This design comes from an exercise in tuning for small area on the open sky130 flow, not from production work.
The RTL was checked by simulation tests, not by an equivalence proof against the original design.
Power and IR drop assume default switching activity.

`design/flow/design.v`:
```
module transmitter(clk, rst, d0, d1, d2, d3, d4, d5, d6, d7, row, col0, col1, action0, action1, action2, tx, busy, cell0, cell1, cell2, cell3, cell4, cell5, cell6, cell7);
input clk;
input rst;
input d0, d1, d2, d3, d4, d5, d6, d7;
input row;
input col0, col1;
input action0, action1, action2;
output tx;
output busy;
output cell0, cell1, cell2, cell3, cell4, cell5, cell6, cell7;
reg tx;
reg busy;
reg cell0, cell1, cell2, cell3, cell4, cell5, cell6, cell7;
parameter W = 8;
parameter DIV = 3;
parameter PAR = 0;
wire [7:0] d = {d7, d6, d5, d4, d3, d2, d1, d0};
wire [1:0] col = {col1, col0};
wire [2:0] action = {action2, action1, action0};
reg [7:0] M00, M01, M02, M03;
reg [7:0] M10, M11, M12, M13;
wire [7:0] cell_val;
assign cell_val = (row == 0) ? 
                  (col == 0) ? M00 :
                  (col == 1) ? M01 :
                  (col == 2) ? M02 : M03
                : (col == 0) ? M10 :
                  (col == 1) ? M11 :
                  (col == 2) ? M12 : M13;
always @(cell_val) begin
    {cell7, cell6, cell5, cell4, cell3, cell2, cell1, cell0} = cell_val;
end
reg [2:0] state;
reg [7:0] bit_counter;
reg [7:0] div_counter;
reg [7:0] shift_reg;
reg parity_bit;
reg [1:0] tx_row;
reg [1:0] tx_col;
reg [2:0] tx_action;
reg [3:0] cells_to_send;
reg [3:0] cells_sent;
wire [7:0] data_to_send;
assign data_to_send = 
    (tx_row == 0) ? 
        (tx_col == 0) ? M00 :
        (tx_col == 1) ? M01 :
        (tx_col == 2) ? M02 : M03
    : (tx_col == 0) ? M10 :
        (tx_col == 1) ? M11 :
        (tx_col == 2) ? M12 : M13;
parameter IDLE = 0;
parameter START_BIT = 1;
parameter DATA_BITS = 2;
parameter PARITY_BIT = 3;
parameter STOP_BIT = 4;
parameter NEXT_CELL = 5;
always @(posedge clk or posedge rst) begin
    if (rst) begin
        M00 <= 0; M01 <= 0; M02 <= 0; M03 <= 0;
        M10 <= 0; M11 <= 0; M12 <= 0; M13 <= 0;
        tx <= 1;
        busy <= 0;
        state <= IDLE;
        bit_counter <= 0;
        div_counter <= 0;
        cells_sent <= 0;
        tx_row <= 0;
        tx_col <= 0;
    end else begin
        case (state)
            IDLE: begin
                tx <= 1;
                busy <= 0;
                bit_counter <= 0;
                div_counter <= 0;
                cells_sent <= 0;
                if (action == 1) begin
                    case ({row, col})
                        3'b000: M00 <= d;
                        3'b001: M01 <= d;
                        3'b010: M02 <= d;
                        3'b011: M03 <= d;
                        3'b100: M10 <= d;
                        3'b101: M11 <= d;
                        3'b110: M12 <= d;
                        3'b111: M13 <= d;
                    endcase
                end else if (action >= 2 && action <= 5) begin
                    busy <= 1;
                    tx_action <= action;
                    case (action)
                        2: begin
                            cells_to_send <= 1;
                            tx_row <= row;
                            tx_col <= col;
                        end
                        3: begin
                            cells_to_send <= 4;
                            tx_row <= row;
                            tx_col <= 0;
                        end
                        4: begin
                            cells_to_send <= 2;
                            tx_row <= 0;
                            tx_col <= col;
                        end
                        5: begin
                            cells_to_send <= 8;
                            tx_row <= 0;
                            tx_col <= 0;
                        end
                    endcase
                    state <= START_BIT;
                    tx <= 0;
                end
            end
            START_BIT: begin
                if (div_counter == DIV - 1) begin
                    div_counter <= 0;
                    state <= DATA_BITS;
                    shift_reg <= data_to_send;
                end else begin
                    div_counter <= div_counter + 1;
                end
            end
            DATA_BITS: begin
                if (div_counter == DIV - 1) begin
                    div_counter <= 0;
                    tx <= shift_reg[0];
                    shift_reg <= {1'b0, shift_reg[7:1]};
                    if (bit_counter == 7) begin
                        bit_counter <= 0;
                        if (PAR == 0) begin
                            state <= STOP_BIT;
                        end else begin
                            state <= PARITY_BIT;
                            if (PAR == 1) begin
                                parity_bit <= ^data_to_send;
                            end else begin
                                parity_bit <= ~(^data_to_send);
                            end
                        end
                    end else begin
                        bit_counter <= bit_counter + 1;
                    end
                end else begin
                    div_counter <= div_counter + 1;
                end
            end
            PARITY_BIT: begin
                if (div_counter == DIV - 1) begin
                    div_counter <= 0;
                    tx <= parity_bit;
                    state <= STOP_BIT;
                end else begin
                    div_counter <= div_counter + 1;
                end
            end
            STOP_BIT: begin
                if (div_counter == DIV - 1) begin
                    div_counter <= 0;
                    tx <= 1;
                    cells_sent <= cells_sent + 1;
                    if (cells_sent + 1 >= cells_to_send) begin
                        state <= IDLE;
                    end else begin
                        state <= NEXT_CELL;
                    end
                end else begin
                    div_counter <= div_counter + 1;
                end
            end
            NEXT_CELL: begin
                case (tx_action)
                    3: begin
                        if (tx_col == 3) begin
                            tx_col <= 0;
                        end else begin
                            tx_col <= tx_col + 1;
                        end
                    end
                    4: begin
                        if (tx_row == 1) begin
                            tx_row <= 0;
                        end else begin
                            tx_row <= tx_row + 1;
                        end
                    end
                    5: begin
                        if (tx_col == 3) begin
                            tx_col <= 0;
                            if (tx_row == 1) begin
                                tx_row <= 0;
                            end else begin
                                tx_row <= tx_row + 1;
                            end
                        end else begin
                            tx_col <= tx_col + 1;
                        end
                    end
                endcase
                state <= START_BIT;
                tx <= 0;
            end
            default: begin
                state <= IDLE;
            end
        endcase
    end
end
endmodule
module receiver(clk, rst, row, col0, col1, action0, action1, action2, rx, busy, cell0, cell1, cell2, cell3, cell4, cell5, cell6, cell7);
input clk;
input rst;
input row;
input col0, col1;
input action0, action1, action2;
input rx;
output busy;
output cell0, cell1, cell2, cell3, cell4, cell5, cell6, cell7;
reg busy;
reg cell0, cell1, cell2, cell3, cell4, cell5, cell6, cell7;
parameter W = 8;
parameter DIV = 3;
parameter PAR = 0;
wire [1:0] col = {col1, col0};
wire [2:0] action = {action2, action1, action0};
reg [7:0] M00, M01, M02, M03;
reg [7:0] M10, M11, M12, M13;
wire [7:0] cell_val;
assign cell_val = (row == 0) ? 
                  (col == 0) ? M00 :
                  (col == 1) ? M01 :
                  (col == 2) ? M02 : M03
                : (col == 0) ? M10 :
                  (col == 1) ? M11 :
                  (col == 2) ? M12 : M13;
always @(cell_val) begin
    {cell7, cell6, cell5, cell4, cell3, cell2, cell1, cell0} = cell_val;
end
reg [2:0] state;
reg [7:0] bit_counter;
reg [7:0] div_counter;
reg [7:0] shift_reg;
reg [2:0] cells_received;
reg [2:0] cells_to_receive;
reg [1:0] rx_row;
reg [1:0] rx_col;
reg [2:0] rx_action;
parameter IDLE = 0;
parameter DETECT_START = 1;
parameter RECEIVE_DATA = 2;
parameter RECEIVE_PARITY = 3;
parameter RECEIVE_STOP = 4;
parameter SAVE_CELL = 5;
parameter NEXT_RX_CELL = 6;
always @(posedge clk or posedge rst) begin
    if (rst) begin
        M00 <= 0; M01 <= 0; M02 <= 0; M03 <= 0;
        M10 <= 0; M11 <= 0; M12 <= 0; M13 <= 0;
        busy <= 0;
        state <= IDLE;
        bit_counter <= 0;
        div_counter <= 0;
        cells_received <= 0;
    end else begin
        case (state)
            IDLE: begin
                busy <= 0;
                bit_counter <= 0;
                div_counter <= 0;
                if (rx == 0) begin  
                    busy <= 1;
                    state <= DETECT_START;
                    rx_row <= row;
                    rx_col <= col;
                    rx_action <= action;
                    case (action)
                        2: cells_to_receive <= 1;
                        3: cells_to_receive <= 4;
                        4: cells_to_receive <= 2;
                        5: cells_to_receive <= 8;
                        default: cells_to_receive <= 0;
                    endcase
                end
            end
            DETECT_START: begin
                if (div_counter == (DIV/2) - 1) begin
                    div_counter <= 0;
                    state <= RECEIVE_DATA;
                end else begin
                    div_counter <= div_counter + 1;
                end
            end
            RECEIVE_DATA: begin
                if (div_counter == DIV - 1) begin
                    div_counter <= 0;
                    shift_reg[bit_counter] <= rx;
                    if (bit_counter == 7) begin
                        bit_counter <= 0;
                        if (PAR == 0) begin
                            state <= RECEIVE_STOP;
                        end else begin
                            state <= RECEIVE_PARITY;
                        end
                    end else begin
                        bit_counter <= bit_counter + 1;
                    end
                end else begin
                    div_counter <= div_counter + 1;
                end
            end
            RECEIVE_PARITY: begin
                if (div_counter == DIV - 1) begin
                    div_counter <= 0;
                    state <= RECEIVE_STOP;
                end else begin
                    div_counter <= div_counter + 1;
                end
            end
            RECEIVE_STOP: begin
                if (div_counter == DIV - 1) begin
                    div_counter <= 0;
                    state <= SAVE_CELL;
                end else begin
                    div_counter <= div_counter + 1;
                end
            end
            SAVE_CELL: begin
                case ({rx_row, rx_col})
                    3'b000: M00 <= shift_reg;
                    3'b001: M01 <= shift_reg;
                    3'b010: M02 <= shift_reg;
                    3'b011: M03 <= shift_reg;
                    3'b100: M10 <= shift_reg;
                    3'b101: M11 <= shift_reg;
                    3'b110: M12 <= shift_reg;
                    3'b111: M13 <= shift_reg;
                endcase
                cells_received <= cells_received + 1;
                if (cells_received + 1 >= cells_to_receive) begin
                    state <= IDLE;
                end else begin
                    state <= NEXT_RX_CELL;
                end
            end
            NEXT_RX_CELL: begin
                case (rx_action)
                    3: begin
                        if (rx_col == 3) begin
                            rx_col <= 0;
                        end else begin
                            rx_col <= rx_col + 1;
                        end
                    end
                    4: begin
                        if (rx_row == 1) begin
                            rx_row <= 0;
                        end else begin
                            rx_row <= rx_row + 1;
                        end
                    end
                    5: begin
                        if (rx_col == 3) begin
                            rx_col <= 0;
                            if (rx_row == 1) begin
                                rx_row <= 0;
                            end else begin
                                rx_row <= rx_row + 1;
                            end
                        end else begin
                            rx_col <= rx_col + 1;
                        end
                    end
                endcase
                state <= DETECT_START;
            end
            default: begin
                state <= IDLE;
            end
        endcase
    end
end
endmodule
module main(clk, rst, d0, d1, d2, d3, d4, d5, d6, d7, row, col0, col1, action0, action1, action2, t_busy, r_busy, t_cell0, t_cell1, t_cell2, t_cell3, t_cell4, t_cell5, t_cell6, t_cell7, r_cell0, r_cell1, r_cell2, r_cell3, r_cell4, r_cell5, r_cell6, r_cell7);
input clk;
input rst;
input d0, d1, d2, d3, d4, d5, d6, d7;
input row;
input col0, col1;
input action0, action1, action2;
output t_busy, r_busy;
output t_cell0, t_cell1, t_cell2, t_cell3, t_cell4, t_cell5, t_cell6, t_cell7;
output r_cell0, r_cell1, r_cell2, r_cell3, r_cell4, r_cell5, r_cell6, r_cell7;
wire tx_wire;
transmitter tx_inst(
    clk,
    rst,
    d0, d1, d2, d3, d4, d5, d6, d7,
    row,
    col0, col1,
    action0, action1, action2,
    tx_wire,
    t_busy,
    t_cell0, t_cell1, t_cell2, t_cell3, t_cell4, t_cell5, t_cell6, t_cell7
);
receiver rx_inst(
    clk,
    rst,
    row,
    col0, col1,
    action0, action1, action2,
    tx_wire,
    r_busy,
    r_cell0, r_cell1, r_cell2, r_cell3, r_cell4, r_cell5, r_cell6, r_cell7
);
endmodule
```
`design/flow/run.sh`:
```
#!/bin/bash
# synth_recipe.tcl (not shown) runs the flow's synth.tcl, then flattens the netlist and writes it again
# the make line also repeats each setting of config.mk as NAME=value (left out here)
make -C /OpenROAD-flow-scripts/flow DESIGN_CONFIG=/design/flow/config.mk WORK_HOME=/design/flow/orfs CLKGATE_MAP_FILE= SYNTH_SCRIPT=/design/flow/synth_recipe.tcl finish
```
`design/flow/config.mk`:
```
export PLATFORM = sky130hd
export DESIGN_NAME = main
export DESIGN_NICKNAME = main
export VERILOG_FILES = /design/flow/design.v
export SDC_FILE = /design/flow/constraint.sdc
export NUM_CORES = 4
export LEC_CHECK = 0
export CAP_MARGIN = 20
export CORE_MARGIN = 2
export CORE_UTILIZATION = 40
export SLEW_MARGIN = 20
```
`design/flow/constraint.sdc`:
```
create_clock -name core_clock -period 8.0 [get_ports {clk}]
set_input_delay 1.6000 -clock core_clock [delete_from_list [all_inputs] [get_ports {clk}]]
set_output_delay 1.6000 -clock core_clock [all_outputs]
set_load 0.01 [all_outputs]
```
==> run summary <==
==> cells in the final DEF, fill, tap and decap left out, types with 6 or more instances in the layout <==
master,Yosys,routed
nand2_1,70,70
nand2b_1,11,11
o22ai_1,6,6
clkbuf_1,27,9
ha_1,27,27
mux4_2,32,32
o21ai_0,62,62
nor4_1,8,7
a31oi_1,9,9
a21oi_1,14,14
or4_1,6,6
mux2_2,169,169
xor2_1,10,10
xnor2_1,6,6
inv_1,24,23
nor2b_1,10,9
buf_4,3,9
mux2i_1,13,13
edfxtp_1,33,33
and3_1,9,9
nor2_1,35,34
nand3_1,42,42
dfrtp_1,179,179
clkbuf_16,0,25
o31ai_1,8,8
nor3_1,14,13
clkdlybuf4s50_1,0,31
o211ai_1,13,13
==> cell type report <==
type                       count  share of cell area [%]
sequential                   213                    43.4
inverter                      25                   0.800
antenna                        1                  0.0198
timing repair buffer          43                    3.10
multi-input combinational    645                    43.2
tap                          378                    3.74
clock buffer                  37                    5.53
clock inverter                 6                   0.227
==> cell families (layout without fill, tap and decap cells) <==
logic type	count (synthesis)	after routing	synth area share, %
adders and majority gates	27	27	3.00
muxes	214	214	24.5
other	0	1	0
and+or+nand+nor	242	242	11.5
AOI/OAI and AO/OA	146	146	8.26
xor gates and xnor gates	16	16	1.25
DFF	213	213	48.9
buffers and inverters	72	111	2.66
==> path summary, 6_finish.rpt <==
path	to	slack, ns	cells after the start
setup / recovery	t_cell5	1.99	6
setup reg to reg	tx_inst.shift_reg[5]$_DFFE_PP_	5.10	6
hold / removal	rx_inst.M01[2]$_DFFE_PP0P_	0.50	1
hold reg to reg	rx_inst.M01[2]$_DFFE_PP0P_	0.50	1
max in group asynchronous	tx_inst.M03[3]$_DFFE_PP0P_	4.52	3
min in group asynchronous	rx_inst.state[1]$_DFFE_PP0P_	2.01	2
==> metrics by stage <==
step                      cells  setup slack, ns  hold WS, ns  utilization [%]  total power [mW]
final                      1348             1.99        0.501             45.7              3.83
after global routing       1348             1.86        0.514             45.7              4.08
after CTS                  1346             1.94        0.503             45.6              3.86
after detailed placement   1303             1.95        0.490             43.0              2.81
after global placement     1303             1.96        0.482             43.0              2.79
after floorplan             930             1.34        0.468                -              2.49
==> per-layer routing <==
layer,track usage (%),wire length (µm)
met1,24.4,11800
met4,3.98,461
met5,0,0
met3,2.21,788
met2,28.3,11600
==> power breakdown <==
group	switching, mW	leakage [nW]	total [mW]	internal, mW
clock network	0.437	0.353	1.04	0.600
registers	0.234	2.73	1.63	1.40
logic	0.562	2.42	1.16	0.600
total	1.23	5.50	3.83	2.60
==> critical path, delay by kind of cell <==
family,cells,cell delay (ns)
buffers and inverters,3,1.29
AND/OR/NAND/NOR,1,0.74
multiplexers,2,0.77
==> key figures <==
Outcome
  – Status: complete, no violations

Routing
  – Drt wl/cell: 18.3 µm
  – Drt total wl: 24700 µm
  – Initial drt markers: 426
  – Vias: 7444
  – Initial DRT Pass Iterations: 5
  – Post-route ant nets: 0
  – Drt drc: 0
  – Vias/cell: 5.52

Setup path
  – Crit path cell chain: clkdlybuf4s50_1 > nor2b_2 > buf_4 > mux4_2 > mux2_2 > clkdlybuf4s50_1
  – CP Data Arrival Time: 4.41 ns
  – CP Capture Type: primary output
  – Crit path max fanout: 11
  – Critical Path Source Type: input pin
  – Reg2reg start: tx_inst.div_counter[0]$_DFFE_PP0P_
  – Worst Path Required: 6.40 ns
  – CP Launch Point: col1
  – Crit Path Category: input pin to primary output
  – CP peak stage delay: 0.74 ns
  – Critical-path top delay cell: nor2b_2
  – Most used cell, CP: clkdlybuf4s50_1

Synth
  – Post-synthesis sequential area ratio: 48.9%
  – Top-area cell type share of the netlist area: 39.8%
  – Synth area leader: dfrtp_1
  – Mapped Cells: 930
  – Synthesized area per cell: 12.1 µm²
  – Number of synthesized flops with an enable pin: 33
  – Most frequent cells after synthesis: 179 x dfrtp_1, 169 x mux2_2, 70 x nand2_1, 62 x o21ai_0, 42 x nand3_1
  – Largest cells by area after synthesis: dfrtp_1 40%, mux2_2 17%, edfxtp_1 8.8%, mux4_2 6.4%, ha_1 3.0%
  – Yosys warns: 3
  – Post-synth top flop: dfrtp_1
  – Synth Net Count: 973
  – Seq cells post-synth: 213
  – Post-Synthesis Cell Area: 11200 µm²
  – Count of unique library cells instantiated by Yosys: 70
  – Synth async-reset ratio: 84.5%
  – Most common cell in the netlist: dfrtp_1

Cells and area
  – Total of fill cells in the finished design: 2566
  – Post-route cell area: 12700 µm²
  – Final nets: 996
  – Area of the multi-input gates: 5470 µm²
  – Layout cells sized above 1: 28.0%
  – Area delta synth->final: 12.6%
  – Register area: 5500 µm²

CTS
  – Reg clk slew, reported paths: 0.06 ns
  – TritonCTS Buffers: 25
  – Clock sink count: 213
  – H-tree Lvls: 1
  – TritonCTS clock tree: built
  – Resized cells post-CTS: 0
  – Post-CTS Setup Bufs: 0
  – Clk buf depth: 3
  – Skew-Pair Late Insertion Delay: 0.51 ns
  – CTS root buffer: clkbuf_16
  – CTS Hold Bufs: 0

Global routing
  – All-Layer GR Usage: 17.3%
  – First-pass GRT wire length: 40400 µm
  – Antenna violations before repair: 1
  – Vias in the first global route: 7392
  – Grt total ovfl: 0
  – Largest net degree at the start of global routing: 110

Floorplanning
  – Die X: 172 µm
  – Die area: 29500 µm²
  – I/O pins: 34
  – DIE HEIGHT: 172 µm
  – Initial Util: 40.6%
  – Core area: 27700 µm²
  – FP Rows: 61

Placement
  – GPL Wtd Cong: 0.791
  – DPL Wire Length: 15700 µm
  – Placed Area: 11900 µm²
  – IO Port Bufs: 33

Power and ir drop
  – Static leakage: 5.50 nW
  – Max IR drop VDD: 0.160 mV
  – Power Density: 303 nW/µm²

STA
  – Slew Limit Fails: 0
  – Rel. slew slack: 37.5%
  – Final Hold Viols: 0
  – RSZ-0062 raised after global routing: no
  – Fmax: 166 MHz
  – Setup Viol. Count Final: 0
  – Fin crit period: 6.01 ns
  – Clock Skew: 0.00738 ns
  – Crit share post-route: 75.1%
  – Sum Neg Setup Slack: 0 ns
  – Slew @ Worst Pin: 0.937 ns

Min path
  – HP Start: rx_inst.M01[2]$_DFFE_PP0P_
  – Hold Crit Class: flop to flop

Flow run
  – Maxcap violations: 0

==> re-timing with driven ports <==
No port has a modelled driver above. Below, the same layout with a new extraction and two added sets of constraints.
Step 1 (the two cells are an assumption about what drives the block):
set clk [get_ports {clk}]
set_driving_cell -lib_cell sky130_fd_sc_hd__clkbuf_16 $clk
set_driving_cell -lib_cell sky130_fd_sc_hd__buf_2 [delete_from_list [all_inputs] $clk]
Step 2, shift: input delay + t, output delay - t, t = (earliest + latest rising clock arrival at the registers) / 2. This alone moves slack from input paths to output paths.
Slacks: no drivers / after step 1 / after step 2; pairs: no drivers / after step 1.
t (ns): 0.558
slack for setup (ns): 1.990 / 1.966 / 1.966
worst setup path at the end: input to output
After both steps setup and hold are still met in this run. For this run, drivers alone change the setup slack by -0.024 ns; drivers and shift together by -0.024 ns.
